This design comes from an exercise in tuning for small area, a short achievable clock period and few clock cycles on the open sky130 flow, not from production work.
The RTL was checked by simulation tests, not by an equivalence proof against the original design.

==> flow/design.v, too long to show whole: its modules and the start of the top module <==
// module mac: 675 lines
// module mac_sum: 438 lines
// module mac_array_mxn: 21 lines
// module matmul_datapath: 40 lines
// module compute_wrapper: 176 lines
// module axi_lite_ctrl_wrapper: 121 lines
// module axi_matrix_accelerator: 84 lines
module axi_matrix_accelerator #(
    parameter ADDR_W = 32,
    parameter DATA_W = 32
) (
    input  logic clk,
    input  logic rst_n,
    input  logic [ADDR_W-1:0] s_axi_awaddr,
    input  logic        s_axi_awvalid,
    output logic        s_axi_awready,
    input  logic [DATA_W-1:0] s_axi_wdata,
    input  logic        s_axi_wvalid,
    output logic        s_axi_wready,
    output logic        s_axi_bvalid,
    output logic [1:0]  s_axi_bresp,
    input  logic        s_axi_bready,
    input  logic [ADDR_W-1:0] s_axi_araddr,
    input  logic        s_axi_arvalid,
    output logic        s_axi_arready,
    output logic [DATA_W-1:0] s_axi_rdata,
    output logic [1:0]  s_axi_rresp,
    output logic        s_axi_rvalid,
    input  logic        s_axi_rready,
    input  logic [DATA_W-1:0] s_axis_a_tdata,
    input  logic        s_axis_a_tvalid,
    output logic        s_axis_a_tready,
    input  logic        s_axis_a_tlast,
    input  logic [DATA_W-1:0] s_axis_b_tdata,
    input  logic        s_axis_b_tvalid,
    output logic        s_axis_b_tready,
    input  logic        s_axis_b_tlast,
    output logic [DATA_W-1:0] m_axis_c_tdata,
    output logic        m_axis_c_tvalid,
    input  logic        m_axis_c_tready,
    output logic        m_axis_c_tlast
);
  // ...
==> flow/flow/run.sh <==
#!/bin/bash
set -euo pipefail
MARGIN=$(cat flow/margin.txt)
bash standard.sh SETUP_SLACK_MARGIN=$MARGIN finish > make_finish.log 2>&1
==> flow/flow/margin.txt <==
7.5
==> flow/standard.sh <==
#!/bin/bash
# synth_recipe.tcl (not shown) runs the flow's synth.tcl, then flattens the netlist and writes it again
# the make line also repeats each setting of config.mk as NAME=value (left out here)
make -C /OpenROAD-flow-scripts/flow DESIGN_CONFIG=/design/flow/config.mk WORK_HOME=/design/flow/orfs CLKGATE_MAP_FILE= SYNTH_SCRIPT=/design/flow/synth_recipe.tcl "${@:-finish}"
==> flow/config.mk <==
export PLATFORM = sky130hd
export DESIGN_NAME = axi_matrix_accelerator
export DESIGN_NICKNAME = axi_matrix_accelerator
export VERILOG_FILES = /design/flow/design.v
export SDC_FILE = /design/flow/constraint.sdc
export NUM_CORES = 4
export LEC_CHECK = 0
export ABC_CLOCK_PERIOD_IN_PS = 3500
export CAP_MARGIN = 20
export CORE_MARGIN = 2
export CORE_UTILIZATION = 45
export SLEW_MARGIN = 20
==> flow/constraint.sdc <==
create_clock -name core_clock -period 11.0 [get_ports {clk}]
set_input_delay 2.2000 -clock core_clock [delete_from_list [all_inputs] [get_ports {clk}]]
set_output_delay 2.2000 -clock core_clock [all_outputs]
set_load 0.01 [all_outputs]
==> impl_metrics.env, run 1 <==
export IMPL_status="finished clean"
export IMPL_crit_chain="fa_2 > fa_1 > ha_4 > a2111oi_4 > nand2_1 > o211ai_4 > nand4_1 > buf_6 > a31oi_4 > mux2i_1 > nor2_2 > buf_4 > inv_2"
export IMPL_seq_cells=791
export IMPL_critical_path_cell_count=13
export IMPL_clk_path_buf_depth=3
export IMPL_global_route_usage_met2_pct=37.3
export IMPL_final_cells=4733
export IMPL_grt_pass1_vias=27600
export IMPL_delay_contributed_by_the_slowest_stage_of_the_critical_path_ps=590
export IMPL_top_signal_layer_used="met5"
export IMPL_master_cell_of_the_clock_root_buffer="sky130_fd_sc_hd__clkbuf_16"
export IMPL_hp_start="u_ctrl.done_q$_DFFE_PN0P_"
export IMPL_met3_usage_pct=3.79
export IMPL_n_fill_cell=7448
export IMPL_routability_driven_placement_congestion_ratio=0.852
export IMPL_postRouteWirelength_mm=108
export IMPL_seqCellArea_sq_um=22300
export IMPL_die_x_microns=309
export IMPL_min_delay_path_class="reg2reg"
export IMPL_grt_start_max_net_pins=99
export IMPL_syn_cell_area_sq_um=42000
export IMPL_combinational_family_with_the_most_area_after_synthesis="adder cells"
export IMPL_synth_top_area_share_pct=38.3
export IMPL_yosysSeqAreaShare_pct=53.2
export IMPL_worstSetupPathType="reg2reg"
export IMPL_layout_commonest_cell="sky130_fd_sc_hd__edfxtp_1"
export IMPL_start_kind="flip-flop"
export IMPL_design_final_nets=3891
export IMPL_dpl_cell_count=4399
export IMPL_synth_xor_xnor_area_share_pct=6.95
export IMPL_floorplan_die_area_sq_um=95700
export IMPL_numCtsBuffers=85
export IMPL_synthFlopType="sky130_fd_sc_hd__edfxtp_1"
export IMPL_layout_common_cells="sky130_fd_sc_hd__edfxtp_1 (535), sky130_fd_sc_hd__a22oi_1 (283), sky130_fd_sc_hd__dfrtp_1 (213), sky130_fd_sc_hd__xnor2_1 (182), sky130_fd_sc_hd__inv_1 (175)"
export IMPL_initial_utilization_pct=45.6
export IMPL_fraction_of_met1_tracks_used_by_global_routing_pct=30.7
export IMPL_post_synth_and_or_nand_nor_area_fraction_pct=4.54
Testbench counts, summed over its fixed seeds: cycles 9,492.
==> module mac_array_mxn, before the edit <==
module mac_array_mxn (
    input  logic        clk,
    input  logic        rst_n,
    input  logic        we,
    input  logic        n2,
    input  logic        clr,
    input  logic [31:0] d,
    output logic [31:0] cur
);
    logic [31:0] oth;
    wire  [31:0] dz = clr ? 32'd0 : d;
    always_ff @(posedge clk or negedge rst_n) begin
        if (!rst_n) begin
            cur <= '0;
            oth <= '0;
        end else if (we) begin
            cur <= n2 ? oth : dz;
            oth <= dz;
        end
    end
endmodule
==> module matmul_datapath, before the edit <==
module matmul_datapath (
    input  logic        clk,
    input  logic        rst_n,
    input  logic        adv,
    input  logic        v2,       
    input  logic        n2,       
    input  logic        l2,       
    input  logic [31:0] a,
    input  logic [15:0] one,
    input  logic [15:0] two,
    input  logic [15:0] neg,
    output logic [31:0] res       
);
    localparam int NB = 96;    
    logic [NB-1:0] cs, cs_q;
    logic [31:0] acc_cur;
    mac u_mul (
        .a    (a),
        .one  (one),
        .two  (two),
        .neg  (neg),
        .cs   (cs)
    );
    always_ff @(posedge clk)
        if (adv) cs_q <= cs;
    mac_sum u_sum (
        .base (acc_cur),
        .cs   (cs_q),
        .sum  (res)
    );
    mac_array_mxn u_acc (
        .clk (clk),
        .rst_n (rst_n),
        .we  (adv & v2),
        .n2  (n2),
        .clr (l2),
        .d   (res),
        .cur (acc_cur)
    );
endmodule
==> module axi_lite_ctrl_wrapper, before the edit <==
module axi_lite_ctrl_wrapper (
    input  logic        clk,
    input  logic        rst_n,
    input  logic [31:0] s_axi_awaddr,
    input  logic        s_axi_awvalid,
    output logic        s_axi_awready,
    input  logic [31:0] s_axi_wdata,
    input  logic        s_axi_wvalid,
    output logic        s_axi_wready,
    output logic        s_axi_bvalid,
    output logic [1:0]  s_axi_bresp,
    input  logic        s_axi_bready,
    input  logic [31:0] s_axi_araddr,
    input  logic        s_axi_arvalid,
    output logic        s_axi_arready,
    output logic [31:0] s_axi_rdata,
    output logic [1:0]  s_axi_rresp,
    output logic        s_axi_rvalid,
    input  logic        s_axi_rready,
    output logic [31:0] cfg_m,
    output logic [31:0] cfg_k,
    output logic [31:0] cfg_n,
    input  logic        job_end       
);
    logic [31:1] ctrl_q;
    logic [31:0] cfg_m_q, cfg_k_q, cfg_n_q;
    logic        done_q;
    logic        bvalid_q, bresp_q, awready_q, arready_q;
    logic        rpend_q, rvalid_q, rresp_q, rdone_q;
    logic [4:0]  rsel_q;      
    logic [31:0] rdata_q;
    wire wr = s_axi_awvalid & s_axi_wvalid & awready_q;
    wire [7:0] wa = s_axi_awaddr[7:0];
    wire full_ok = (s_axi_awaddr[31:5] == 27'd0) &&
                   (s_axi_awaddr[4:0] == 5'h00 || s_axi_awaddr[4:0] == 5'h08 ||
                    s_axi_awaddr[4:0] == 5'h0C || s_axi_awaddr[4:0] == 5'h10);
    logic [3:0]  wsel_q;      
    logic [31:0] wd_q;
    wire start = wsel_q[0] & wd_q[0];
    always_ff @(posedge clk or negedge rst_n) begin
        if (!rst_n)
            wsel_q <= '0;
        else
            wsel_q <= {wr && wa == 8'h10, wr && wa == 8'h0C, wr && wa == 8'h08, wr && wa == 8'h00};
    end
    always_ff @(posedge clk)
        wd_q <= s_axi_wdata;
    always_ff @(posedge clk or negedge rst_n) begin
        if (!rst_n) begin
            ctrl_q  <= '0;
            cfg_m_q <= '0;
            cfg_k_q <= '0;
            cfg_n_q <= '0;
        end else begin
            if (wsel_q[0]) ctrl_q  <= wd_q[31:1];
            if (wsel_q[1]) cfg_m_q <= wd_q;
            if (wsel_q[2]) cfg_k_q <= wd_q;
            if (wsel_q[3]) cfg_n_q <= wd_q;
        end
    end
    always_ff @(posedge clk or negedge rst_n) begin
        if (!rst_n) begin
            bvalid_q  <= 1'b0;
            awready_q <= 1'b1;
            bresp_q   <= 1'b0;
            done_q    <= 1'b0;
        end else begin
            if (wr) begin
                bvalid_q  <= 1'b1;
                awready_q <= 1'b0;
                bresp_q   <= ~full_ok;
            end else if (s_axi_bready) begin
                bvalid_q  <= 1'b0;
                awready_q <= 1'b1;
            end
            if (start)
                done_q <= 1'b0;
            else if (job_end)
                done_q <= 1'b1;
        end
    end
    wire ar = s_axi_arvalid & arready_q;
    wire rvalid_d = rpend_q | (rvalid_q & ~s_axi_rready);
    wire [7:0] ra = s_axi_araddr[7:0];
    always_ff @(posedge clk or negedge rst_n) begin
        if (!rst_n) begin
            rpend_q   <= 1'b0;
            rvalid_q  <= 1'b0;
            arready_q <= 1'b1;
        end else begin
            rpend_q   <= ar;
            rvalid_q  <= rvalid_d;
            arready_q <= ~ar & ~rvalid_d;
        end
    end
    always_ff @(posedge clk) begin
        if (ar) begin
            rsel_q  <= {ra == 8'h10, ra == 8'h0C, ra == 8'h08, ra == 8'h04, ra == 8'h00};
            rdone_q <= done_q;
        end
        if (rpend_q) begin
            rdata_q <= ({32{rsel_q[0]}} & {ctrl_q, 1'b0}) |
                       ({32{rsel_q[1]}} & {31'd0, rdone_q}) |
                       ({32{rsel_q[2]}} & cfg_m_q) |
                       ({32{rsel_q[3]}} & cfg_k_q) |
                       ({32{rsel_q[4]}} & cfg_n_q);
            rresp_q <= ~|rsel_q;
        end
    end
    assign s_axi_awready = awready_q;
    assign s_axi_wready  = awready_q;
    assign s_axi_bvalid  = bvalid_q;
    assign s_axi_bresp   = {bresp_q, 1'b0};
    assign s_axi_arready = arready_q;
    assign s_axi_rvalid  = rvalid_q;
    assign s_axi_rdata   = rdata_q;
    assign s_axi_rresp   = {rresp_q, 1'b0};
    assign cfg_m = cfg_m_q;
    assign cfg_k = cfg_k_q;
    assign cfg_n = cfg_n_q;
endmodule
==> run 2: changes to the inputs <==
--- a/flow/design.v
+++ b/flow/design.v
@@ -1113,21 +1113,18 @@
 endmodule
 module mac_array_mxn (
     input  logic        clk,
-    input  logic        rst_n,
     input  logic        we,
     input  logic        n2,
     input  logic        clr,
+    input  logic        clr_all,
     input  logic [31:0] d,
     output logic [31:0] cur
 );
     logic [31:0] oth;
-    wire  [31:0] dz = clr ? 32'd0 : d;
-    always_ff @(posedge clk or negedge rst_n) begin
-        if (!rst_n) begin
-            cur <= '0;
-            oth <= '0;
-        end else if (we) begin
-            cur <= n2 ? oth : dz;
+    wire  [31:0] dz = (clr | clr_all) ? 32'd0 : d;
+    always_ff @(posedge clk) begin
+        if (we | clr_all) begin
+            cur <= (n2 & ~clr_all) ? oth : dz;
             oth <= dz;
         end
     end
@@ -1148,6 +1145,11 @@
     localparam int NB = 96;    
     logic [NB-1:0] cs, cs_q;
     logic [31:0] acc_cur;
+    logic        fresh_q;    
+    always_ff @(posedge clk or negedge rst_n) begin
+        if (!rst_n) fresh_q <= 1'b1;
+        else        fresh_q <= 1'b0;
+    end
     mac u_mul (
         .a    (a),
         .one  (one),
@@ -1164,10 +1166,10 @@
     );
     mac_array_mxn u_acc (
         .clk (clk),
-        .rst_n (rst_n),
         .we  (adv & v2),
         .n2  (n2),
         .clr (l2),
+        .clr_all (fresh_q),
         .d   (res),
         .cur (acc_cur)
     );
@@ -1374,6 +1376,7 @@
 );
     logic [31:1] ctrl_q;
     logic [31:0] cfg_m_q, cfg_k_q, cfg_n_q;
+    logic [3:0]  wrote_q;     
     logic        done_q;
     logic        bvalid_q, bresp_q, awready_q, arready_q;
     logic        rpend_q, rvalid_q, rresp_q, rdone_q;
@@ -1396,18 +1399,21 @@
     always_ff @(posedge clk)
         wd_q <= s_axi_wdata;
     always_ff @(posedge clk or negedge rst_n) begin
-        if (!rst_n) begin
-            ctrl_q  <= '0;
-            cfg_m_q <= '0;
-            cfg_k_q <= '0;
-            cfg_n_q <= '0;
-        end else begin
-            if (wsel_q[0]) ctrl_q  <= wd_q[31:1];
-            if (wsel_q[1]) cfg_m_q <= wd_q;
-            if (wsel_q[2]) cfg_k_q <= wd_q;
-            if (wsel_q[3]) cfg_n_q <= wd_q;
-        end
+        if (!rst_n)
+            wrote_q <= '0;
+        else
+            wrote_q <= wrote_q | wsel_q;
     end
+    always_ff @(posedge clk) begin
+        if (wsel_q[0]) ctrl_q  <= wd_q[31:1];
+        if (wsel_q[1]) cfg_m_q <= wd_q;
+        if (wsel_q[2]) cfg_k_q <= wd_q;
+        if (wsel_q[3]) cfg_n_q <= wd_q;
+    end
+    wire [31:1] ctrl_v  = wrote_q[0] ? ctrl_q  : '0;
+    wire [31:0] cfg_m_v = wrote_q[1] ? cfg_m_q : '0;
+    wire [31:0] cfg_k_v = wrote_q[2] ? cfg_k_q : '0;
+    wire [31:0] cfg_n_v = wrote_q[3] ? cfg_n_q : '0;
     always_ff @(posedge clk or negedge rst_n) begin
         if (!rst_n) begin
             bvalid_q  <= 1'b0;
@@ -1449,11 +1455,11 @@
             rdone_q <= done_q;
         end
         if (rpend_q) begin
-            rdata_q <= ({32{rsel_q[0]}} & {ctrl_q, 1'b0}) |
+            rdata_q <= ({32{rsel_q[0]}} & {ctrl_v, 1'b0}) |
                        ({32{rsel_q[1]}} & {31'd0, rdone_q}) |
-                       ({32{rsel_q[2]}} & cfg_m_q) |
-                       ({32{rsel_q[3]}} & cfg_k_q) |
-                       ({32{rsel_q[4]}} & cfg_n_q);
+                       ({32{rsel_q[2]}} & cfg_m_v) |
+                       ({32{rsel_q[3]}} & cfg_k_v) |
+                       ({32{rsel_q[4]}} & cfg_n_v);
             rresp_q <= ~|rsel_q;
         end
     end
@@ -1465,9 +1471,9 @@
     assign s_axi_rvalid  = rvalid_q;
     assign s_axi_rdata   = rdata_q;
     assign s_axi_rresp   = {rresp_q, 1'b0};
-    assign cfg_m = cfg_m_q;
-    assign cfg_k = cfg_k_q;
-    assign cfg_n = cfg_n_q;
+    assign cfg_m = cfg_m_v;
+    assign cfg_k = cfg_k_v;
+    assign cfg_n = cfg_n_v;
 endmodule
 module axi_matrix_accelerator #(
     parameter ADDR_W = 32,
==> flow/flow/run.sh (replaced) <==
#!/bin/bash
# The standard layout (the standard.sh, unchanged synthesis), with
#  - the port buffers made of sky130_fd_sc_hd__buf_2 (ORFS otherwise picks a
#    delay cell); every port still gets its buffer.
# make's output goes to make_finish.log; each step's full log stays in orfs/logs/.
set -euo pipefail
MARGIN=$(cat flow/margin.txt)
bash standard.sh SETUP_SLACK_MARGIN=$MARGIN \
    "BUFFER_PORTS_ARGS=-buffer_cell sky130_fd_sc_hd__buf_2" finish > make_finish.log 2>&1
==> impl_metrics.env, run 2 <==
export IMPL_vias_per_cell=5.62
export IMPL_rsz0062_at_grt="yes"
export IMPL_wl_per_cell_microns=23.6
export IMPL_master_cell_of_the_clock_root_buffer="sky130_fd_sc_hd__clkbuf_16"
export IMPL_postRouteWirelength_mm=105
export IMPL_crit_path_top_delay_cell="sky130_fd_sc_hd__fa_1"
export IMPL_start_kind="flip-flop"
export IMPL_final_layout_size_suffix_gt1_share_pct=28.9
export IMPL_post_route_util_pct=55.1
export IMPL_layout_commonest_cell="sky130_fd_sc_hd__edfxtp_1"
export IMPL_status="finished clean"
export IMPL_route_vias_total=25100
export IMPL_synth_async_sr_flop_share_pct=4.77
export IMPL_clk_path_buf_depth=3
export IMPL_finalCritPeriodShare_pct=36.4
export IMPL_ys_top_cells_by_count="sky130_fd_sc_hd__edfxtp_1 (726), sky130_fd_sc_hd__a22oi_1 (321), sky130_fd_sc_hd__fa_1 (220), sky130_fd_sc_hd__inv_1 (219), sky130_fd_sc_hd__xnor2_1 (204)"
export IMPL_detailedRoute_firstIterationViolations=2006
export IMPL_yosysTopAreaCell="sky130_fd_sc_hd__edfxtp_1"
export IMPL_tritoncts_clock_tree="yes"
export IMPL_routability_driven_placement_congestion_ratio=0.862
export IMPL_port_buffers=220
export IMPL_areaGrowthSynthToFinish_pct=21.3
export IMPL_design_final_nets=3694
export IMPL_synth_edf_count=726
export IMPL_final_antenna_net_count=0
export IMPL_globalRoute_totalOverflow=0
export IMPL_post_synth_top_count_cell="sky130_fd_sc_hd__edfxtp_1"
export IMPL_synth_area_per_cell_sq_um=14.2
export IMPL_setup_tns_final_ps=0
export IMPL_synth_yosys_warnings=4
export IMPL_min_delay_path_class="reg2reg"
export IMPL_cts_max_level=3
export IMPL_delay_contributed_by_the_slowest_stage_of_the_critical_path_ps=570
export IMPL_hold_viol=0
export IMPL_drcViolationCount=0
export IMPL_first_pass_iteration_count_of_the_detailed_router=5
export IMPL_critical_path_endpoint_type="flip-flop"
export IMPL_grt_pass1_vias=26400
export IMPL_yosysSeqAreaShare_pct=57.2
export IMPL_worst_slew_pin_transition_ps=1170
export IMPL_ys_top_cells_by_area="sky130_fd_sc_hd__edfxtp_1 (53%), sky130_fd_sc_hd__fa_1 (11%), sky130_fd_sc_hd__a22oi_1 (5.9%)"
export IMPL_grtUsageTotal_pct=22.5
export IMPL_grt_antenna_before_repair=13
export IMPL_worst_skew_pair_late_latency_ps=690
export IMPL_worstSetupPathType="reg2reg"
export IMPL_post_synth_num_cell_types=70
export IMPL_clk_transition_reported_paths_ps=60
export IMPL_syn_cell_area_sq_um=40900
export IMPL_synthFlopType="sky130_fd_sc_hd__edfxtp_1"
export IMPL_synth_seq_cells=796
export IMPL_finClkSkew_ps=27.1
export IMPL_n_fill_cell=7332
export IMPL_critical_path_data_required_time_ps=11400
export IMPL_core_area_sq_um=90000
export IMPL_cts_hold_repair_buffers=0
export IMPL_syn_instance_count=2876
export IMPL_max_cap_viol_count=0
export IMPL_die_h_microns=306
export IMPL_fp_row_count=110
export IMPL_hpwlAfterDp_mm=64.5
export IMPL_initial_utilization_pct=45.5
export IMPL_clock_sink_count=796
export IMPL_setup_viol_count_final=0
export IMPL_numCtsBuffers=87
export IMPL_die_x_microns=306
export IMPL_floorplan_die_area_sq_um=93400
export IMPL_hold_worst_slack_ps=463
export IMPL_layout_common_cells="sky130_fd_sc_hd__edfxtp_1 (726), sky130_fd_sc_hd__a22oi_1 (281), sky130_fd_sc_hd__buf_2 (216), sky130_fd_sc_hd__inv_1 (190), sky130_fd_sc_hd__xnor2_1 (186)"
export IMPL_num_io_pins=249
export IMPL_timing_max_slew_rel_slack_pct=22.3
export IMPL_grt_first_pass_wirelength_mm=160
export IMPL_crit_chain="fa_1 > fa_1 > ha_4 > a21o_1 > a21o_1 > a2111oi_4 > o211ai_2 > o21a_2 > a41o_1 > a21oi_4 > xor2_4 > buf_12 > o21ai_2"
export IMPL_placement_cell_area_sq_um=43400
export IMPL_synth_top_area_share_pct=53.3
export IMPL_clock_fmax_mhz=250
export IMPL_grt_start_max_net_pins=85
export IMPL_critPathMaxFanout=3
export IMPL_largest_register_ffs=256
export IMPL_timing_critical_path_arrival_ps=4410
export IMPL_post_route_minimum_period_ps=4000
export IMPL_layout_cell_area_non_filler_sq_um=49600
export IMPL_maxSlewViolCount=0
[run 2: critical path, delay by kind of cell (launching register included)]
family / cells / cell delay (ps)
xor gates and xnor gates: 1 / 210
buffers and inverters: 1 / 160
DFF: 1 / 430
adders and majority gates: 3 / 1300
AOI/OAI and AO/OA: 8 / 1650
[run 2: through the flow]
stage,instances,worst slack [ps]
2_1_floorplan,2878,7180
3_3_place_gp,4120,6350
3_5_place_dp,4120,6350
4_1_cts,4422,7010
5_1_grt,4467,6860
6_report,4468,7000
[run 2: per-layer routing]
metal	GRT usage [%]	vias up	routed length, microns
met5	0	-	24
met4	10.2	4	4720
met3	3.64	277	6160
met2	37.8	920	52400
met1	28.6	12800	42200
li1	-	11100	-
[run 2: final timing paths]
| kind | start | slack, ps | endpoint | cells after the start |
|---|---|---|---|---|
| max | u_compute.u_dp.u_acc.cur[15]$_DFFE_PP_ | 7000 | u_compute.out_q[30]$_DFFE_PP_ | 13 |
| max reg2reg | u_compute.u_dp.u_acc.cur[15]$_DFFE_PP_ | 7000 | u_compute.out_q[30]$_DFFE_PP_ | 13 |
| max in group asynchronous | rst_n | 8660 | u_compute.ov_q$_DFFE_PN0P_ | 1 |
| min | u_ctrl.wd_q[0]$_DFF_P_ | 460 | u_ctrl.done_q$_DFFE_PN0P_ | 1 |
| min reg2reg | u_ctrl.wd_q[0]$_DFF_P_ | 460 | u_ctrl.done_q$_DFFE_PN0P_ | 1 |
| min in group asynchronous | rst_n | 1660 | u_ctrl.rvalid_q$_DFF_PN0_ | 1 |
[run 2: final cells by class]
class                           count  area [sq um]  share of cell area (%)
Tap cell                         1176          1470                    2.96
Antenna cell                        3          7.51                  0.0151
Timing Repair Buffer              451          3570                    7.20
Clock buffer                       98          2270                    4.57
Multi-Input combinational cell   1662         17400                    35.1
Sequential cell                   796         23400                    47.2
Clock inverter                     62           642                    1.29
Inverter                          220           842                    1.70
[run 2: cells by family (layout without fill, tap and decap cells)]
| group | Yosys count | in the layout | synth area share, % |
|---|---|---|---|
| other cells | 1 | 6 | 0.00916 |
| compound gates | 534 | 534 | 9.24 |
| fa+ha+maj | 304 | 304 | 13.3 |
| buf+inv | 421 | 831 | 3.98 |
| mux | 124 | 124 | 5.06 |
| xor+xnor | 337 | 337 | 7.25 |
| flops | 796 | 796 | 57.2 |
| simple gates | 359 | 360 | 3.97 |
[run 2: what timing repair did]
action	in CTS	in global routing
resized for setup	211	121
pin swaps	93	88
endpoints found under the setup margin	305	260
endpoints found under the hold margin	0	0
gates cloned	7	2
setup buffers	135	41
Testbench counts of run 2, summed over its fixed seeds: cycles 9,492.
==> run 3: changes to the inputs <==
==> flow/flow/margin.txt (replaced) <==
7.0
==> impl_metrics.env, run 3 <==
export IMPL_clock_fmax_mhz=246
export IMPL_maxSlewViolCount=0
export IMPL_grt_start_max_net_pins=79
export IMPL_syn_instance_count=2876
export IMPL_routability_driven_placement_congestion_ratio=0.847
export IMPL_finalCritPeriodShare_pct=36.9
export IMPL_fp_row_count=110
export IMPL_hpwlAfterDp_mm=65.0
export IMPL_setup_tns_final_ps=0
export IMPL_largest_register_ffs=256
export IMPL_timing_max_slew_rel_slack_pct=21.0
export IMPL_status="finished clean"
export IMPL_synth_edf_count=726
export IMPL_initial_utilization_pct=45.5
export IMPL_final_antenna_net_count=0
export IMPL_detailroute_wirelength_met3_mm=5.48
export IMPL_synthFlopType="sky130_fd_sc_hd__edfxtp_1"
export IMPL_finClkSkew_ps=34.8
export IMPL_clock_sink_count=796
export IMPL_synth_top_area_share_pct=53.3
export IMPL_start_kind="flip-flop"
export IMPL_worstSetupPathType="reg2reg"
export IMPL_grt_first_pass_wirelength_mm=153
export IMPL_synth_yosys_warnings=4
export IMPL_crit_chain="fa_1 > fa_1 > ha_4 > a21oi_2 > o211ai_1 > a21oi_2 > nand4_1 > a211oi_2 > o21ai_2 > a31oi_4 > xnor2_4 > mux2_2"
export IMPL_worst_slew_pin_transition_ps=1180
export IMPL_met2_routed_wirelength_mm=50.6
export IMPL_final_layout_size_suffix_gt1_share_pct=20.3
export IMPL_crit_path_top_delay_cell="sky130_fd_sc_hd__fa_1"
export IMPL_yosysTopAreaCell="sky130_fd_sc_hd__edfxtp_1"
export IMPL_globalRoute_totalOverflow=0
export IMPL_cts_hold_repair_buffers=0
export IMPL_master_cell_of_the_clock_root_buffer="sky130_fd_sc_hd__clkbuf_16"
export IMPL_max_cap_viol_count=0
export IMPL_clk_path_buf_depth=3
export IMPL_rsz0062_at_grt="yes"
export IMPL_grt_antenna_before_repair=14
export IMPL_m1WireLength_mm=41.0
export IMPL_drcViolationCount=0
export IMPL_n_fill_cell=7522
export IMPL_critical_path_data_required_time_ps=11410
export IMPL_first_pass_iteration_count_of_the_detailed_router=6
export IMPL_vias_per_cell=5.60
export IMPL_grtUsageTotal_pct=21.4
export IMPL_critPathMaxFanout=8
export IMPL_post_route_minimum_period_ps=4060
export IMPL_syn_cell_area_sq_um=40900
export IMPL_top_signal_layer_used="met5"
export IMPL_yosysSeqAreaShare_pct=57.2
export IMPL_floorplan_die_area_sq_um=93400
export IMPL_areaGrowthSynthToFinish_pct=15.3
export IMPL_worst_skew_pair_late_latency_ps=680
export IMPL_cts_max_level=3
export IMPL_die_h_microns=306
export IMPL_critical_path_n_buffers_inverters=0
export IMPL_clk_transition_reported_paths_ps=60
export IMPL_design_final_nets=3552
export IMPL_setup_viol_count_final=0
export IMPL_crit_family="adder cells"
export IMPL_finalWorstSetupSlack_ps=6940
export IMPL_final_cells=4327
export IMPL_tritoncts_clock_tree="yes"
export IMPL_detailedRoute_firstIterationViolations=1775
export IMPL_core_area_sq_um=90000
export IMPL_numCtsBuffers=86
export IMPL_num_io_pins=249
export IMPL_hold_viol=0
export IMPL_layout_common_cells="sky130_fd_sc_hd__edfxtp_1 (726), sky130_fd_sc_hd__a22oi_1 (317), sky130_fd_sc_hd__fa_1 (220), sky130_fd_sc_hd__buf_2 (220), sky130_fd_sc_hd__inv_1 (215)"
export IMPL_ys_top_cells_by_area="sky130_fd_sc_hd__edfxtp_1 (53%), sky130_fd_sc_hd__fa_1 (11%), sky130_fd_sc_hd__a22oi_1 (5.9%)"
export IMPL_critical_path_endpoint_type="flip-flop"
export IMPL_post_synth_top_count_cell="sky130_fd_sc_hd__edfxtp_1"
export IMPL_post_synth_num_cell_types=70
export IMPL_die_x_microns=306
export IMPL_dpl_cell_count=4115
export IMPL_timing_critical_path_arrival_ps=4470
export IMPL_route_vias_total=24200
export IMPL_synth_async_sr_flop_share_pct=4.77
export IMPL_postRouteWirelength_mm=100
export IMPL_wl_per_cell_microns=23.1
export IMPL_port_buffers=220
export IMPL_ys_top_cells_by_count="sky130_fd_sc_hd__edfxtp_1 (726), sky130_fd_sc_hd__a22oi_1 (321), sky130_fd_sc_hd__fa_1 (220), sky130_fd_sc_hd__inv_1 (219), sky130_fd_sc_hd__xnor2_1 (204)"
export IMPL_layout_commonest_cell="sky130_fd_sc_hd__edfxtp_1"
export IMPL_synth_area_per_cell_sq_um=14.2
export IMPL_min_delay_path_class="reg2reg"
export IMPL_place_ws_ps=6170
export IMPL_delay_contributed_by_the_slowest_stage_of_the_critical_path_ps=570
export IMPL_grt_pass1_vias=25400
export IMPL_synth_seq_cells=796
==> run 3: cell counts after synthesis <==
No cell type changed its count.
==> run 3: kinds of logic after synthesis <==
kind of cell | Yosys count | synth area share (%)
AND/OR/NAND/NOR | 359 | 3.97
other | 1 | 0.00916
flip-flops | 796 | 57.2
adder cells (fa/ha/maj) | 304 | 13.3
XOR/XNOR | 337 | 7.25
buffers and inverters | 421 | 3.98
multiplexers | 124 | 5.06
AO/OA/AOI/OAI | 534 | 9.24
==> run 3: worst reg2reg max path, delay by kind of cell (launching register included) <==
family                     cells  cell delay (ps)
and+or+nand+nor                1              310
adders and majority gates      3             1310
xor gates and xnor gates       1              170
muxes                          1              310
AOI/OAI and AO/OA              6             1320
DFF                            1              400
==> run 3: what timing repair did <==
action,CTS,global route
setup endpoints to repair,112,70
resized for setup,57,47
setup buffers,25,22
pin swaps,29,17
==> run 3: layout make-up <==
type / count / area [sq um] / area share [%]
Antenna cell: 4 / 10.0 / 0.0212
Clock buffer: 105 / 2280 / 4.82
Clock inverter: 54 / 764 / 1.62
Inverter: 220 / 835 / 1.77
Multi-Input combinational cell: 1661 / 16600 / 35.1
Sequential cell: 796 / 23400 / 49.6
Tap cell: 1176 / 1470 / 3.12
Timing Repair Buffer: 311 / 1900 / 4.02
==> run 3: path summary, 6_finish.rpt <==
path	slack (ps)	endpoint	cells past startpoint	from
max	6940	u_compute.out_q[31]$_DFFE_PP_	12	u_compute.u_dp.cs_q[27]$_DFFE_PN_
min	460	u_ctrl.rdone_q$_DFFE_PP_	0	u_ctrl.done_q$_DFFE_PN0P_
max reg2reg	6940	u_compute.out_q[31]$_DFFE_PP_	12	u_compute.u_dp.cs_q[27]$_DFFE_PN_
min reg2reg	460	u_ctrl.rdone_q$_DFFE_PP_	0	u_ctrl.done_q$_DFFE_PN0P_
max in group asynchronous	8670	u_compute.sv_q$_DFF_PN0_	1	rst_n
min in group asynchronous	1660	u_ctrl.rvalid_q$_DFF_PN0_	1	rst_n
==> run 3: routing by layer <==
layer | vias to the layer above | track usage [%]
met1 | 12400 | 27.8
met4 | 8 | 6.45
li1 | 10800 | -
met2 | 803 | 37.1
met3 | 203 | 3.33
met5 | - | 0
==> run 3: stage by stage <==
step                hold WS, ps  area [sq um]  utilization [%]
finish                      461         47200             52.5
global route                487         47200             52.4
global placement            435         43200             48.0
detailed placement          455         43200             48.0
floorplan                   424         41000                -
CTS                         466         46800             52.0
==> run 4: changes to the inputs <==
==> flow/flow/margin.txt (replaced) <==
7.5
--- a/flow/config.mk
+++ b/flow/config.mk
@@ -5,7 +5,7 @@
 export SDC_FILE = /design/flow/constraint.sdc
 export NUM_CORES = 4
 export LEC_CHECK = 0
-export ABC_CLOCK_PERIOD_IN_PS = 3500
+export ABC_CLOCK_PERIOD_IN_PS = 1200
 export CAP_MARGIN = 20
 export CORE_MARGIN = 2
 export CORE_UTILIZATION = 45
==> impl_metrics.env, run 4 <==
export IMPL_num_io_pins=249
export IMPL_max_cap_viol_count=0
export IMPL_final_antenna_net_count=0
export IMPL_synth_top_area_share_pct=53.3
export IMPL_grt_first_pass_wirelength_mm=160
export IMPL_design_final_nets=3694
export IMPL_clk_transition_reported_paths_ps=60
export IMPL_clk_path_buf_depth=3
export IMPL_worst_skew_pair_late_latency_ps=690
export IMPL_setup_viol_count_final=0
export IMPL_syn_instance_count=2876
export IMPL_rsz0062_at_grt="yes"
export IMPL_maxSlewViolCount=0
export IMPL_cts_hold_repair_buffers=0
export IMPL_placement_cell_area_sq_um=43400
export IMPL_final_layout_size_suffix_gt1_share_pct=28.9
export IMPL_critical_path_data_required_time_ps=11400
export IMPL_n_fill_cell=7332
export IMPL_ys_top_cells_by_area="sky130_fd_sc_hd__edfxtp_1 (53%), sky130_fd_sc_hd__fa_1 (11%), sky130_fd_sc_hd__a22oi_1 (5.9%)"
export IMPL_syn_cell_area_sq_um=40900
export IMPL_seqCellArea_sq_um=23400
export IMPL_layout_commonest_cell="sky130_fd_sc_hd__edfxtp_1"
export IMPL_synthFlopType="sky130_fd_sc_hd__edfxtp_1"
export IMPL_tritoncts_clock_tree="yes"
export IMPL_timing_critical_path_arrival_ps=4410
export IMPL_post_route_minimum_period_ps=4000
export IMPL_areaGrowthSynthToFinish_pct=21.3
export IMPL_place_ws_ps=6350
export IMPL_timing_max_slew_rel_slack_pct=22.3
export IMPL_cts_max_level=3
export IMPL_finClkSkew_ps=27.1
export IMPL_postRouteWirelength_mm=105
export IMPL_core_area_sq_um=90000
export IMPL_grt_pass1_vias=26400
export IMPL_worst_setup_path_startpoint="u_compute.u_dp.u_acc.cur[15]$_DFFE_PP_"
export IMPL_worstSetupPathType="reg2reg"
export IMPL_post_synth_top_count_cell="sky130_fd_sc_hd__edfxtp_1"
export IMPL_master_cell_of_the_clock_root_buffer="sky130_fd_sc_hd__clkbuf_16"
export IMPL_wl_per_cell_microns=23.6
export IMPL_detailedRoute_firstIterationViolations=2006
export IMPL_ys_top_cells_by_count="sky130_fd_sc_hd__edfxtp_1 (726), sky130_fd_sc_hd__a22oi_1 (321), sky130_fd_sc_hd__fa_1 (220), sky130_fd_sc_hd__inv_1 (219), sky130_fd_sc_hd__xnor2_1 (204)"
export IMPL_finalWorstSetupSlack_ps=7000
export IMPL_hold_viol=0
export IMPL_routability_driven_placement_congestion_ratio=0.862
export IMPL_grt_antenna_before_repair=13
export IMPL_numCtsBuffers=87
export IMPL_setup_tns_final_ps=0
export IMPL_finalCritPeriodShare_pct=36.4
export IMPL_hold_worst_slack_ps=463
export IMPL_grtUsageTotal_pct=22.5
export IMPL_die_h_microns=306
export IMPL_port_buffers=220
export IMPL_die_x_microns=306
export IMPL_worst_slew_pin_transition_ps=1170
export IMPL_floorplan_die_area_sq_um=93400
export IMPL_initial_utilization_pct=45.5
export IMPL_synth_area_per_cell_sq_um=14.2
export IMPL_hp_start="u_ctrl.wd_q[0]$_DFF_P_"
export IMPL_status="finished clean"
export IMPL_synth_edf_count=726
export IMPL_post_synth_num_cell_types=70
export IMPL_first_pass_iteration_count_of_the_detailed_router=5
export IMPL_vias_per_cell=5.62
export IMPL_drcViolationCount=0
export IMPL_multi_input_comb_area_sq_um=17400
export IMPL_layout_cell_area_non_filler_sq_um=49600
export IMPL_clock_fmax_mhz=250
export IMPL_yosysTopAreaCell="sky130_fd_sc_hd__edfxtp_1"
export IMPL_grt_start_max_net_pins=85
export IMPL_yosysSeqAreaShare_pct=57.2
export IMPL_layout_common_cells="sky130_fd_sc_hd__edfxtp_1 (726), sky130_fd_sc_hd__a22oi_1 (281), sky130_fd_sc_hd__buf_2 (216), sky130_fd_sc_hd__inv_1 (190), sky130_fd_sc_hd__xnor2_1 (186)"
export IMPL_start_kind="flip-flop"
export IMPL_hpwlAfterDp_mm=64.5
export IMPL_globalRoute_totalOverflow=0
export IMPL_synth_async_sr_flop_share_pct=4.77
export IMPL_critPathMaxFanout=3
export IMPL_largest_register_ffs=256
export IMPL_critical_path_endpoint_type="flip-flop"
export IMPL_clock_sink_count=796
export IMPL_min_delay_path_class="reg2reg"
export IMPL_fp_row_count=110
export IMPL_synth_seq_cells=796
export IMPL_regToRegStartpoint="u_compute.u_dp.u_acc.cur[15]$_DFFE_PP_"
export IMPL_route_vias_total=25100
export IMPL_synth_yosys_warnings=4
run 4: cell counts after synthesis:
Identical to the previous run, type by type.
run 4: layout make-up:
type,count,share of cell area [%]
clock buffer,98,4.57
antenna,3,0.0151
inverter,220,1.70
multi-input combinational,1662,35.1
clock inverter,62,1.29
sequential,796,47.2
tap,1176,2.96
timing repair buffer,451,7.20
run 4: critical path, cell delays in order, from the launching register on:
cell and delay (ps):
sky130_fd_sc_hd__edfxtp_1 430, sky130_fd_sc_hd__fa_1 570, sky130_fd_sc_hd__fa_1 460, sky130_fd_sc_hd__ha_4 270, sky130_fd_sc_hd__a21o_1 160, sky130_fd_sc_hd__a21o_1 200, sky130_fd_sc_hd__a2111oi_4 400, sky130_fd_sc_hd__o211ai_2 110
sky130_fd_sc_hd__o21a_2 280, sky130_fd_sc_hd__a41o_1 270, sky130_fd_sc_hd__a21oi_4 180, sky130_fd_sc_hd__xor2_4 210, sky130_fd_sc_hd__buf_12 160, sky130_fd_sc_hd__o21ai_2 50
run 4: worst paths after layout:
kind	endpoint	slack (ps)	cells past startpoint
setup reg to reg	u_compute.out_q[30]$_DFFE_PP_	7000	13
setup / recovery	u_compute.out_q[30]$_DFFE_PP_	7000	13
hold / removal	u_ctrl.done_q$_DFFE_PN0P_	460	1
min in group asynchronous	u_ctrl.rvalid_q$_DFF_PN0_	1660	1
hold reg to reg	u_ctrl.done_q$_DFFE_PN0P_	460	1
max in group asynchronous	u_compute.ov_q$_DFFE_PN0P_	8660	1
run 4: per-layer routing:
layer | wire length, microns | GRT usage [%] | vias up
met1 | 42200 | 28.6 | 12800
met2 | 52400 | 37.8 | 920
li1 | - | - | 11100
met4 | 4720 | 10.2 | 4
met5 | 24 | 0 | -
met3 | 6160 | 3.64 | 277
run 4: cell families (layout without fill, tap and decap cells):
kind of cell    Yosys count  in the layout  synth area share [%]
xor+xnor                337            337                  7.25
mux                     124            124                  5.06
compound gates          534            534                  9.24
fa+ha+maj               304            304                  13.3
other cells               1              6               0.00916
buf+inv                 421            831                  3.98
simple gates            359            360                  3.97
flops                   796            796                  57.2
run 4: timing repair:
item	CTS	global route
gates cloned	7	2
setup buffers	135	41
pin swaps	93	88
endpoints found under the setup margin	305	260
gates resized for setup	211	121
run 4: through the flow:
step | std cells | util (%)
5_1_grt | 4467 | 55.1
4_1_cts | 4422 | 54.1
3_5_place_dp | 4120 | 48.2
6_report | 4468 | 55.1
2_1_floorplan | 2878 | -
3_3_place_gp | 4120 | 48.2
==> run 5: changes to the inputs <==
--- a/flow/config.mk
+++ b/flow/config.mk
@@ -5,7 +5,7 @@
 export SDC_FILE = /design/flow/constraint.sdc
 export NUM_CORES = 4
 export LEC_CHECK = 0
-export ABC_CLOCK_PERIOD_IN_PS = 1200
+export ABC_CLOCK_PERIOD_IN_PS = 2000
 export CAP_MARGIN = 20
 export CORE_MARGIN = 2
 export CORE_UTILIZATION = 45
==> impl_metrics.env, run 5 <==
export IMPL_delay_contributed_by_the_slowest_stage_of_the_critical_path_ps=570
export IMPL_regToRegStartpoint="u_compute.u_dp.u_acc.cur[15]$_DFFE_PP_"
export IMPL_grtUsageTotal_pct=22.5
export IMPL_synth_seq_cells=796
export IMPL_port_buffers=220
export IMPL_synth_async_sr_flop_share_pct=4.77
export IMPL_globalRoute_totalOverflow=0
export IMPL_finClkSkew_ps=27.1
export IMPL_cts_max_level=3
export IMPL_clock_sink_count=796
export IMPL_layout_commonest_cell="sky130_fd_sc_hd__edfxtp_1"
export IMPL_initial_utilization_pct=45.5
export IMPL_grt_antenna_before_repair=13
export IMPL_synth_xor_xnor_area_share_pct=7.25
export IMPL_clk_path_buf_depth=3
export IMPL_grt_pass1_vias=26400
export IMPL_yosysTopAreaCell="sky130_fd_sc_hd__edfxtp_1"
export IMPL_worstRegToRegCells=13
export IMPL_design_final_nets=3694
export IMPL_route_vias_total=25100
export IMPL_hold_viol=0
export IMPL_worst_skew_pair_late_latency_ps=690
export IMPL_yosysSeqAreaShare_pct=57.2
export IMPL_layout_common_cells="sky130_fd_sc_hd__edfxtp_1 (726), sky130_fd_sc_hd__a22oi_1 (281), sky130_fd_sc_hd__buf_2 (216), sky130_fd_sc_hd__inv_1 (190), sky130_fd_sc_hd__xnor2_1 (186)"
export IMPL_synthFlopType="sky130_fd_sc_hd__edfxtp_1"
export IMPL_setup_viol_count_final=0
export IMPL_rsz0062_at_grt="yes"
export IMPL_post_synth_and_or_nand_nor_area_fraction_pct=3.97
export IMPL_synth_area_mux_share_pct=5.06
export IMPL_ys_top_cells_by_count="sky130_fd_sc_hd__edfxtp_1 (726), sky130_fd_sc_hd__a22oi_1 (321), sky130_fd_sc_hd__fa_1 (220), sky130_fd_sc_hd__inv_1 (219), sky130_fd_sc_hd__xnor2_1 (204)"
export IMPL_synth_yosys_warnings=4
export IMPL_yosys_area_share_adder_pct=13.3
export IMPL_clock_fmax_mhz=250
export IMPL_cts_hold_repair_buffers=0
export IMPL_critical_path_data_required_time_ps=11400
export IMPL_master_cell_of_the_clock_root_buffer="sky130_fd_sc_hd__clkbuf_16"
export IMPL_combinational_family_with_the_most_area_after_synthesis="adder cells"
export IMPL_numCtsBuffers=87
export IMPL_post_synth_top_count_cell="sky130_fd_sc_hd__edfxtp_1"
export IMPL_routability_driven_placement_congestion_ratio=0.862
export IMPL_critical_path_endpoint_type="flip-flop"
export IMPL_timing_critical_path_arrival_ps=4410
export IMPL_grt_first_pass_wirelength_mm=160
export IMPL_grt_start_max_net_pins=85
export IMPL_fp_row_count=110
export IMPL_clk_transition_reported_paths_ps=60
export IMPL_num_io_pins=249
export IMPL_areaGrowthSynthToFinish_pct=21.3
export IMPL_floorplan_die_area_sq_um=93400
export IMPL_worstSetupPathType="reg2reg"
export IMPL_die_x_microns=306
export IMPL_critical_path_cell_count=13
export IMPL_finalCritPeriodShare_pct=36.4
export IMPL_post_route_util_pct=55.1
export IMPL_drcViolationCount=0
export IMPL_status="finished clean"
export IMPL_die_h_microns=306
export IMPL_wl_per_cell_microns=23.6
export IMPL_critPathMaxFanout=3
export IMPL_postRouteWirelength_mm=105
export IMPL_critical_path_n_buffers_inverters=1
export IMPL_core_area_sq_um=90000
export IMPL_crit_path_top_delay_cell="sky130_fd_sc_hd__fa_1"
export IMPL_final_layout_size_suffix_gt1_share_pct=28.9
export IMPL_syn_cell_area_sq_um=40900
export IMPL_timing_max_slew_rel_slack_pct=22.3
export IMPL_critical_path_reg2reg_endpoint="u_compute.out_q[30]$_DFFE_PP_"
export IMPL_post_route_minimum_period_ps=4000
export IMPL_worst_slew_pin_transition_ps=1170
export IMPL_synth_edf_count=726
export IMPL_hpwlAfterDp_mm=64.5
export IMPL_max_cap_viol_count=0
export IMPL_worst_setup_path_startpoint="u_compute.u_dp.u_acc.cur[15]$_DFFE_PP_"
export IMPL_first_pass_iteration_count_of_the_detailed_router=5
export IMPL_min_delay_path_class="reg2reg"
export IMPL_final_antenna_net_count=0
export IMPL_hold_worst_slack_ps=463
export IMPL_synth_compound_gate_area_share_pct=9.24
export IMPL_largest_register_ffs=256
export IMPL_vias_per_cell=5.62
export IMPL_setup_tns_final_ps=0
export IMPL_worst_setup_path_endpoint="u_compute.out_q[30]$_DFFE_PP_"
export IMPL_detailedRoute_firstIterationViolations=2006
export IMPL_syn_instance_count=2876
export IMPL_synth_area_per_cell_sq_um=14.2
export IMPL_post_synth_num_cell_types=70
export IMPL_tritoncts_clock_tree="yes"
export IMPL_reg2reg_slack_ps=7000
export IMPL_ys_top_cells_by_area="sky130_fd_sc_hd__edfxtp_1 (53%), sky130_fd_sc_hd__fa_1 (11%), sky130_fd_sc_hd__a22oi_1 (5.9%)"
export IMPL_synth_top_area_share_pct=53.3
export IMPL_start_kind="flip-flop"
export IMPL_crit_chain="fa_1 > fa_1 > ha_4 > a21o_1 > a21o_1 > a2111oi_4 > o211ai_2 > o21a_2 > a41o_1 > a21oi_4 > xor2_4 > buf_12 > o21ai_2"
export IMPL_crit_family="compound AO/OA/AOI/OAI gates"
export IMPL_maxSlewViolCount=0
-- run 5: cell counts in the layout (fill, tap and decap cells not counted) --
Identical to the previous run, type by type.
-- run 5: cell families (layout without fill, tap and decap cells) --
logic type / after synthesis / count (layout)
adders and majority gates: 304 / 304
and+or+nand+nor: 359 / 360
xor gates and xnor gates: 337 / 337
AOI/OAI and AO/OA: 534 / 534
buffers and inverters: 421 / 831
other: 1 / 6
DFF: 796 / 796
muxes: 124 / 124
-- run 5: through the flow --
step / worst slack, ps / instances / instance area, sq um
floorplan: 7180 / 2878 / 41400
global placement: 6350 / 4120 / 43400
detailed placement: 6350 / 4120 / 43400
CTS: 7010 / 4422 / 48700
global route: 6860 / 4467 / 49600
finish: 7000 / 4468 / 49600
-- run 5: worst min-delay path by stage --
| stage | cells past startpoint | slack, ps | startpoint | to |
|---|---|---|---|---|
| after floorplan | 0 | 420 | u_compute.neg_q[4]$_DFFE_PN_ | u_compute.u_dp.cs_q[22]$_DFFE_PN_ |
| after global placement | 0 | 440 | u_ctrl.done_q$_DFFE_PN0P_ | u_ctrl.rdone_q$_DFFE_PP_ |
| after detailed placement | 0 | 440 | u_ctrl.done_q$_DFFE_PN0P_ | u_ctrl.rdone_q$_DFFE_PP_ |
| after CTS | 1 | 470 | u_ctrl.wd_q[0]$_DFF_P_ | u_ctrl.done_q$_DFFE_PN0P_ |
| after global routing | 0 | 490 | u_ctrl.wd_q[9]$_DFF_P_ | u_ctrl.ctrl_q[9]$_DFFE_PP_ |
| final | 1 | 460 | u_ctrl.wd_q[0]$_DFF_P_ | u_ctrl.done_q$_DFFE_PN0P_ |
-- run 5: what timing repair did --
item	in CTS	in global routing
cloned	7	2
endpoints found under the setup margin	305	260
pin swaps	93	88
buffers inserted	135	41
gates resized for setup	211	121
-- run 5: area by class of cell --
class,instances,area [sq um]
antenna,3,7.51
timing repair buffer,451,3570
fill,7332,40400
tap,1176,1470
multi-input combinational,1662,17400
clock inverter,62,642
clock buffer,98,2270
sequential,796,23400
inverter,220,842
-- run 5: metal layers --
| layer | wire, microns | vias up | global-route usage (%) |
|---|---|---|---|
| li1 | - | 11100 | - |
| met1 | 42200 | 12800 | 28.6 |
| met3 | 6160 | 277 | 3.64 |
| met5 | 24 | - | 0 |
| met4 | 4720 | 4 | 10.2 |
| met2 | 52400 | 920 | 37.8 |
==> run 6: changes to the inputs <==
--- a/flow/config.mk
+++ b/flow/config.mk
@@ -5,8 +5,9 @@
 export SDC_FILE = /design/flow/constraint.sdc
 export NUM_CORES = 4
 export LEC_CHECK = 0
-export ABC_CLOCK_PERIOD_IN_PS = 2000
 export CAP_MARGIN = 20
 export CORE_MARGIN = 2
 export CORE_UTILIZATION = 45
+export CTS_BUF_LIST = sky130_fd_sc_hd__clkbuf_8
+export CTS_CLUSTER_SIZE = 24
 export SLEW_MARGIN = 20
==> impl_metrics.env, run 6 <==
export IMPL_cts_max_level=4
export IMPL_post_synth_num_cell_types=70
export IMPL_start_kind="flip-flop"
export IMPL_first_pass_iteration_count_of_the_detailed_router=5
export IMPL_clock_sink_count=796
export IMPL_clock_fmax_mhz=250
export IMPL_num_io_pins=249
export IMPL_drcViolationCount=0
export IMPL_worst_skew_pair_late_latency_ps=840
export IMPL_yosysTopAreaCell="sky130_fd_sc_hd__edfxtp_1"
export IMPL_critical_path_reg2reg_endpoint="u_compute.out_q[31]$_DFFE_PP_"
export IMPL_final_antenna_net_count=0
export IMPL_postRouteWirelength_mm=106
export IMPL_floorplan_die_area_sq_um=93400
export IMPL_critical_path_endpoint_type="flip-flop"
export IMPL_hpwlAfterDp_mm=64.5
export IMPL_worst_setup_path_startpoint="u_compute.u_dp.cs_q[24]$_DFFE_PN_"
export IMPL_numCtsBuffers=136
export IMPL_finalWorstSetupSlack_ps=7010
export IMPL_globalRoute_totalOverflow=0
export IMPL_timing_critical_path_arrival_ps=4560
export IMPL_grt_antenna_before_repair=14
export IMPL_synth_area_per_cell_sq_um=14.2
export IMPL_worstRegToRegCells=13
export IMPL_layout_common_cells="sky130_fd_sc_hd__edfxtp_1 (726), sky130_fd_sc_hd__a22oi_1 (278), sky130_fd_sc_hd__inv_1 (231), sky130_fd_sc_hd__buf_2 (211), sky130_fd_sc_hd__xnor2_1 (179)"
export IMPL_min_delay_path_class="reg2reg"
export IMPL_critical_path_data_required_time_ps=11560
export IMPL_reg2reg_slack_ps=7010
export IMPL_initial_utilization_pct=45.5
export IMPL_routability_driven_placement_congestion_ratio=0.862
export IMPL_synth_yosys_warnings=4
export IMPL_die_h_microns=306
export IMPL_n_fill_cell=7348
export IMPL_master_cell_of_the_clock_root_buffer="sky130_fd_sc_hd__clkbuf_8"
export IMPL_design_final_nets=3751
export IMPL_place_ws_ps=6350
export IMPL_worstSetupPathType="reg2reg"
export IMPL_final_layout_size_suffix_gt1_share_pct=30.6
export IMPL_grt_first_pass_wirelength_mm=160
export IMPL_synth_edf_count=726
export IMPL_finalCritPeriodShare_pct=36.3
export IMPL_detailedRoute_firstIterationViolations=1955
export IMPL_hold_viol=0
export IMPL_seqCellArea_sq_um=23400
export IMPL_rsz0062_at_grt="yes"
export IMPL_worst_setup_path_endpoint="u_compute.out_q[31]$_DFFE_PP_"
export IMPL_setup_tns_final_ps=0
export IMPL_vias_per_cell=5.55
export IMPL_clk_transition_reported_paths_ps=60
export IMPL_wl_per_cell_microns=23.1
export IMPL_worst_slew_pin_transition_ps=1150
export IMPL_layout_commonest_cell="sky130_fd_sc_hd__edfxtp_1"
export IMPL_status="finished clean"
export IMPL_yosysSeqAreaShare_pct=57.2
export IMPL_route_vias_total=25400
export IMPL_grt_start_max_net_pins=85
export IMPL_maxSlewViolCount=0
export IMPL_tritoncts_clock_tree="yes"
export IMPL_grt_pass1_vias=26800
export IMPL_grtUsageTotal_pct=22.6
export IMPL_regToRegStartpoint="u_compute.u_dp.cs_q[24]$_DFFE_PN_"
export IMPL_port_buffers=220
export IMPL_die_x_microns=306
export IMPL_synth_async_sr_flop_share_pct=4.77
export IMPL_largest_register_ffs=256
export IMPL_syn_instance_count=2876
export IMPL_multi_input_comb_area_sq_um=17500
export IMPL_syn_cell_area_sq_um=40900
export IMPL_areaGrowthSynthToFinish_pct=21.2
export IMPL_synth_top_area_share_pct=53.3
export IMPL_synthFlopType="sky130_fd_sc_hd__edfxtp_1"
export IMPL_core_area_sq_um=90000
export IMPL_ys_top_cells_by_count="sky130_fd_sc_hd__edfxtp_1 (726), sky130_fd_sc_hd__a22oi_1 (321), sky130_fd_sc_hd__fa_1 (220), sky130_fd_sc_hd__inv_1 (219), sky130_fd_sc_hd__xnor2_1 (204)"
export IMPL_synth_seq_cells=796
export IMPL_post_route_minimum_period_ps=3990
export IMPL_post_synth_top_count_cell="sky130_fd_sc_hd__edfxtp_1"
export IMPL_critPathMaxFanout=8
export IMPL_finClkSkew_ps=40.4
export IMPL_max_cap_viol_count=0
export IMPL_clk_path_buf_depth=3
export IMPL_ys_top_cells_by_area="sky130_fd_sc_hd__edfxtp_1 (53%), sky130_fd_sc_hd__fa_1 (11%), sky130_fd_sc_hd__a22oi_1 (5.9%)"
export IMPL_fp_row_count=110
export IMPL_setup_viol_count_final=0
export IMPL_timing_max_slew_rel_slack_pct=23.4
## run 6: cell count changes in the layout (fill, tap and decap cells not counted), sizes merged, moves of 3 or more
cell / previous run / this run
clkinv: 38 / 46
bufinv: 7 / 4
clkinvlp: 9 / 4
diode: 3 / 9
clkbuf: 100 / 143
buf: 443 / 452
inv: 228 / 273
## run 6: repair_timing
action,4_1_cts,5_1_grt
cloned,7,1
pin swaps,81,116
resized for setup,214,182
hold buffers,0,0
endpoints found under the setup margin,372,312
setup buffers,149,36
## run 6: metrics by stage
stage / instances / util [%] / hold WS (ps) / cell area, sq um
floorplan: 2878 / - / 424 / 41400
global placement: 4120 / 48.2 / 436 / 43400
detailed placement: 4120 / 48.2 / 443 / 43400
CTS: 4525 / 53.9 / 463 / 48500
global route: 4568 / 55.1 / 484 / 49600
finish: 4571 / 55.1 / 468 / 49600
## run 6: logic make-up (layout without fill, tap and decap cells)
group	after synthesis	in the layout	share of synthesized area, %
AOI/OAI and AO/OA	534	534	9.24
xor gates and xnor gates	337	337	7.25
adders and majority gates	304	304	13.3
buffers and inverters	421	929	3.98
DFF	796	796	57.2
muxes	124	124	5.06
other	1	12	0.00916
and+or+nand+nor	359	359	3.97
## run 6: final cells by class
cell class | count | area share (%)
flip-flops and latches | 796 | 47.2
clock inverters | 107 | 1.32
repair buffers | 460 | 7.50
diodes | 9 | 0.0454
inverters | 220 | 1.71
clock buffers | 142 | 3.94
multi-input cells | 1661 | 35.3
well taps | 1176 | 2.97
## run 6: worst min-delay path by stage
stage	from	end	cells after the start
5_1_grt	u_ctrl.done_q$_DFFE_PN0P_	u_ctrl.rdone_q$_DFFE_PP_	0
3_5_place_dp	u_ctrl.done_q$_DFFE_PN0P_	u_ctrl.rdone_q$_DFFE_PP_	0
3_3_place_gp	u_ctrl.done_q$_DFFE_PN0P_	u_ctrl.rdone_q$_DFFE_PP_	0
6_report	u_ctrl.done_q$_DFFE_PN0P_	u_ctrl.rdone_q$_DFFE_PP_	0
4_1_cts	u_ctrl.done_q$_DFFE_PN0P_	u_ctrl.rdone_q$_DFFE_PP_	0
2_1_floorplan	u_compute.neg_q[4]$_DFFE_PN_	u_compute.u_dp.cs_q[22]$_DFFE_PN_	0
## run 6: worst max-delay path, stage by stage (launching register included)
cell                       delay [ps]
sky130_fd_sc_hd__edfxtp_1         400
sky130_fd_sc_hd__fa_1             460
sky130_fd_sc_hd__fa_1             600
sky130_fd_sc_hd__ha_4             260
sky130_fd_sc_hd__a21oi_2          160
sky130_fd_sc_hd__o211ai_1         160
sky130_fd_sc_hd__a21oi_2          210
sky130_fd_sc_hd__nand4_1          130
sky130_fd_sc_hd__buf_6            160
sky130_fd_sc_hd__a211oi_4         290
sky130_fd_sc_hd__o21ai_2          110
sky130_fd_sc_hd__a31oi_4          340
sky130_fd_sc_hd__xnor2_4          160
sky130_fd_sc_hd__mux2_4           290
## run 6: per-layer routing
layer | vias up | GRT usage, % | routed length [microns]
met5 | - | 0 | 13
met4 | 2 | 10.9 | 4520
met3 | 260 | 4.44 | 6710
met2 | 957 | 37.6 | 52500
met1 | 12900 | 28.5 | 42000
li1 | 11200 | - | -
==> run 7: changes to the inputs <==
==> flow/flow/margin.txt (replaced) <==
6.5
--- a/flow/config.mk
+++ b/flow/config.mk
@@ -5,9 +5,8 @@
 export SDC_FILE = /design/flow/constraint.sdc
 export NUM_CORES = 4
 export LEC_CHECK = 0
+export ABC_CLOCK_PERIOD_IN_PS = 3500
 export CAP_MARGIN = 20
 export CORE_MARGIN = 2
 export CORE_UTILIZATION = 45
-export CTS_BUF_LIST = sky130_fd_sc_hd__clkbuf_8
-export CTS_CLUSTER_SIZE = 24
 export SLEW_MARGIN = 20
==> impl_metrics.env, run 7 <==
export IMPL_status="finished clean"
export IMPL_crit_chain="fa_1 > fa_1 > ha_1 > o2111ai_1 > nor4_1 > o2111ai_1 > o21ai_0 > o21a_1 > a41o_1 > a21oi_2 > xor2_2 > o21ai_1"
export IMPL_delay_contributed_by_the_slowest_stage_of_the_critical_path_ps=580
export IMPL_syn_cell_area_sq_um=40900
export IMPL_floorplan_die_area_sq_um=93400
export IMPL_grt_antenna_before_repair=13
export IMPL_synthFlopType="sky130_fd_sc_hd__edfxtp_1"
export IMPL_grt_first_pass_wirelength_mm=150
export IMPL_clk_path_buf_depth=3
export IMPL_grt_start_max_net_pins=91
export IMPL_final_layout_size_suffix_gt1_share_pct=17.4
export IMPL_timing_max_slew_rel_slack_pct=19.1
export IMPL_ys_top_cells_by_count="sky130_fd_sc_hd__edfxtp_1 (726), sky130_fd_sc_hd__a22oi_1 (321), sky130_fd_sc_hd__fa_1 (220), sky130_fd_sc_hd__inv_1 (219), sky130_fd_sc_hd__xnor2_1 (204)"
export IMPL_grt_pass1_vias=24800
export IMPL_clk_transition_reported_paths_ps=60
export IMPL_vias_per_cell=5.60
export IMPL_grtUsageTotal_pct=21.2
export IMPL_n_fill_cell=7586
export IMPL_regToRegStartpoint="u_compute.u_dp.cs_q[26]$_DFFE_PN_"
export IMPL_synth_area_per_cell_sq_um=14.2
export IMPL_ys_top_cells_by_area="sky130_fd_sc_hd__edfxtp_1 (53%), sky130_fd_sc_hd__fa_1 (11%), sky130_fd_sc_hd__a22oi_1 (5.9%)"
export IMPL_critical_path_data_required_time_ps=11390
export IMPL_post_route_minimum_period_ps=4320
export IMPL_clock_fmax_mhz=231
export IMPL_tritoncts_clock_tree="yes"
export IMPL_finalCritPeriodShare_pct=39.3
export IMPL_worst_setup_path_startpoint="u_compute.u_dp.cs_q[26]$_DFFE_PN_"
export IMPL_first_pass_iteration_count_of_the_detailed_router=6
export IMPL_core_area_sq_um=90000
export IMPL_yosysTopAreaCell="sky130_fd_sc_hd__edfxtp_1"
export IMPL_timing_critical_path_arrival_ps=4710
export IMPL_postRouteWirelength_mm=98.7
export IMPL_die_h_microns=306
export IMPL_hold_viol=0
export IMPL_fp_row_count=110
export IMPL_drcViolationCount=0
export IMPL_layout_commonest_cell="sky130_fd_sc_hd__edfxtp_1"
export IMPL_final_antenna_net_count=0
export IMPL_synth_yosys_warnings=4
export IMPL_die_x_microns=306
export IMPL_place_ws_ps=6270
export IMPL_critical_path_n_buffers_inverters=0
export IMPL_max_cap_viol_count=0
export IMPL_clock_sink_count=796
export IMPL_crit_family="compound AO/OA/AOI/OAI gates"
export IMPL_start_kind="flip-flop"
export IMPL_layout_common_cells="sky130_fd_sc_hd__edfxtp_1 (726), sky130_fd_sc_hd__a22oi_1 (320), sky130_fd_sc_hd__fa_1 (220), sky130_fd_sc_hd__buf_2 (220), sky130_fd_sc_hd__inv_1 (219)"
export IMPL_min_delay_path_class="reg2reg"
export IMPL_areaGrowthSynthToFinish_pct=12.9
export IMPL_route_vias_total=24000
export IMPL_synth_seq_cells=796
export IMPL_dpl_cell_count=4119
export IMPL_detailedRoute_firstIterationViolations=1996
export IMPL_globalRoute_totalOverflow=0
export IMPL_crit_path_top_delay_cell="sky130_fd_sc_hd__fa_1"
export IMPL_finClkSkew_ps=30.3
export IMPL_synth_top_area_share_pct=53.3
export IMPL_port_buffers=220
export IMPL_post_route_util_pct=51.3
export IMPL_post_synth_num_cell_types=70
export IMPL_wl_per_cell_microns=23.0
export IMPL_routability_driven_placement_congestion_ratio=0.855
export IMPL_critPathMaxFanout=8
export IMPL_finalWorstSetupSlack_ps=6680
export IMPL_critical_path_endpoint_type="flip-flop"
export IMPL_worst_slew_pin_transition_ps=1210
export IMPL_cts_max_level=3
export IMPL_design_final_nets=3513
export IMPL_hp_start="u_ctrl.done_q$_DFFE_PN0P_"
-- run 7: worst register-to-register path, delay by kind of cell, from the launching register on --
family	cells	cell delay, ps
xor gates and xnor gates	1	310
AOI/OAI and AO/OA	7	1530
adders and majority gates	3	1450
DFF	1	390
and+or+nand+nor	1	370
-- run 7: layer usage --
| layer | vias to the layer above | global-route usage, % | routed length (microns) |
|---|---|---|---|
| met4 | 8 | 8.48 | 3270 |
| met1 | 12200 | 27.6 | 40700 |
| li1 | 10800 | - | - |
| met5 | - | 0 | 55 |
| met3 | 224 | 3.63 | 5950 |
| met2 | 855 | 35.4 | 48700 |
-- run 7: what timing repair did --
| action | CTS | global route |
|---|---|---|
| setup endpoints to repair | 10 | 12 |
| setup buffers | 1 | 3 |
| resized for setup | 3 | 7 |
| gates cloned | 0 | 0 |
| pin swaps | 0 | 0 |
| hold buffers | 0 | 0 |
-- run 7: per-stage QoR --
step	cell area, sq um	hold WS [ps]
6_report	46200	433
3_5_place_dp	43200	440
2_1_floorplan	41000	424
5_1_grt	46200	460
4_1_cts	46100	434
3_3_place_gp	43200	440
-- run 7: kinds of logic after synthesis --
| family | count (synthesis) | synth area share [%] |
|---|---|---|
| AO/OA/AOI/OAI | 534 | 9.24 |
| adder cells (fa/ha/maj) | 304 | 13.3 |
| AND/OR/NAND/NOR | 359 | 3.97 |
| flip-flops | 796 | 57.2 |
| multiplexers | 124 | 5.06 |
| XOR/XNOR | 337 | 7.25 |
| other | 1 | 0.00916 |
| buffers and inverters | 421 | 3.98 |
-- run 7: cell type report --
type / count / area (sq um) / area share, %
Timing Repair Buffer: 271 / 1530 / 3.31
Inverter: 220 / 831 / 1.80
Sequential cell: 796 / 23400 / 50.6
Clock buffer: 95 / 2240 / 4.84
Multi-Input combinational cell: 1661 / 16100 / 34.8
Tap cell: 1176 / 1470 / 3.18
Clock inverter: 66 / 643 / 1.39
Antenna cell: 4 / 10.0 / 0.0217
-- run 7: path summary, 6_finish.rpt --
kind | cells after the start | endpoint | slack, ps
worst max-delay path | 12 | u_compute.u_dp.u_acc.cur[30]$_DFFE_PP_ | 6680
worst min-delay path | 0 | u_ctrl.rdone_q$_DFFE_PP_ | 430
worst max register to register | 12 | u_compute.u_dp.u_acc.cur[30]$_DFFE_PP_ | 6680
worst min register to register | 0 | u_ctrl.rdone_q$_DFFE_PP_ | 430
max in group asynchronous | 1 | u_compute.sv_q$_DFF_PN0_ | 8650
min in group asynchronous | 1 | u_ctrl.bresp_q$_DFFE_PN0P_ | 1670

-- afterwards: timing with drivers on the ports --
In the flow no input, the clock included, has a driving cell. The finished layouts below were timed again as built, in two steps. Step 1 assumes that a clkbuf_16 drives the clock port and a buf_2 every other input. Step 2 moves the port delays by t, midway between the first and last clock arrival at a register: inputs arrive t later, outputs are due t later. That takes back most of the time a late clock gives input paths. Three values: ideal ports, drivers, drivers and shift; two values: the first two.
run	t (ns)	setup WS [ns]	hold WS [ns]
run 1	0.716	7.233 / 7.233 / 6.856	0.461 / 0.461 / 0.461
run 2	0.740	6.995 / 6.995 / 6.826	0.463 / 0.463 / 0.463
run 3	0.724	6.942 / 6.942 / 6.427	0.461 / 0.461 / 0.461
run 4	0.740	6.995 / 6.995 / 6.826	0.463 / 0.463 / 0.463
run 5	0.740	6.995 / 6.995 / 6.826	0.463 / 0.463 / 0.463
run 6	0.887	7.006 / 7.006 / 6.680	0.468 / 0.468 / 0.468
run 7	0.725	6.677 / 6.677 / 6.237	0.433 / 0.433 / 0.433
After both steps every run listed still meets setup and hold. The setup slack of run 3, which loses most, moves by 0.000 ns with the drivers and by -0.515 ns with both steps.
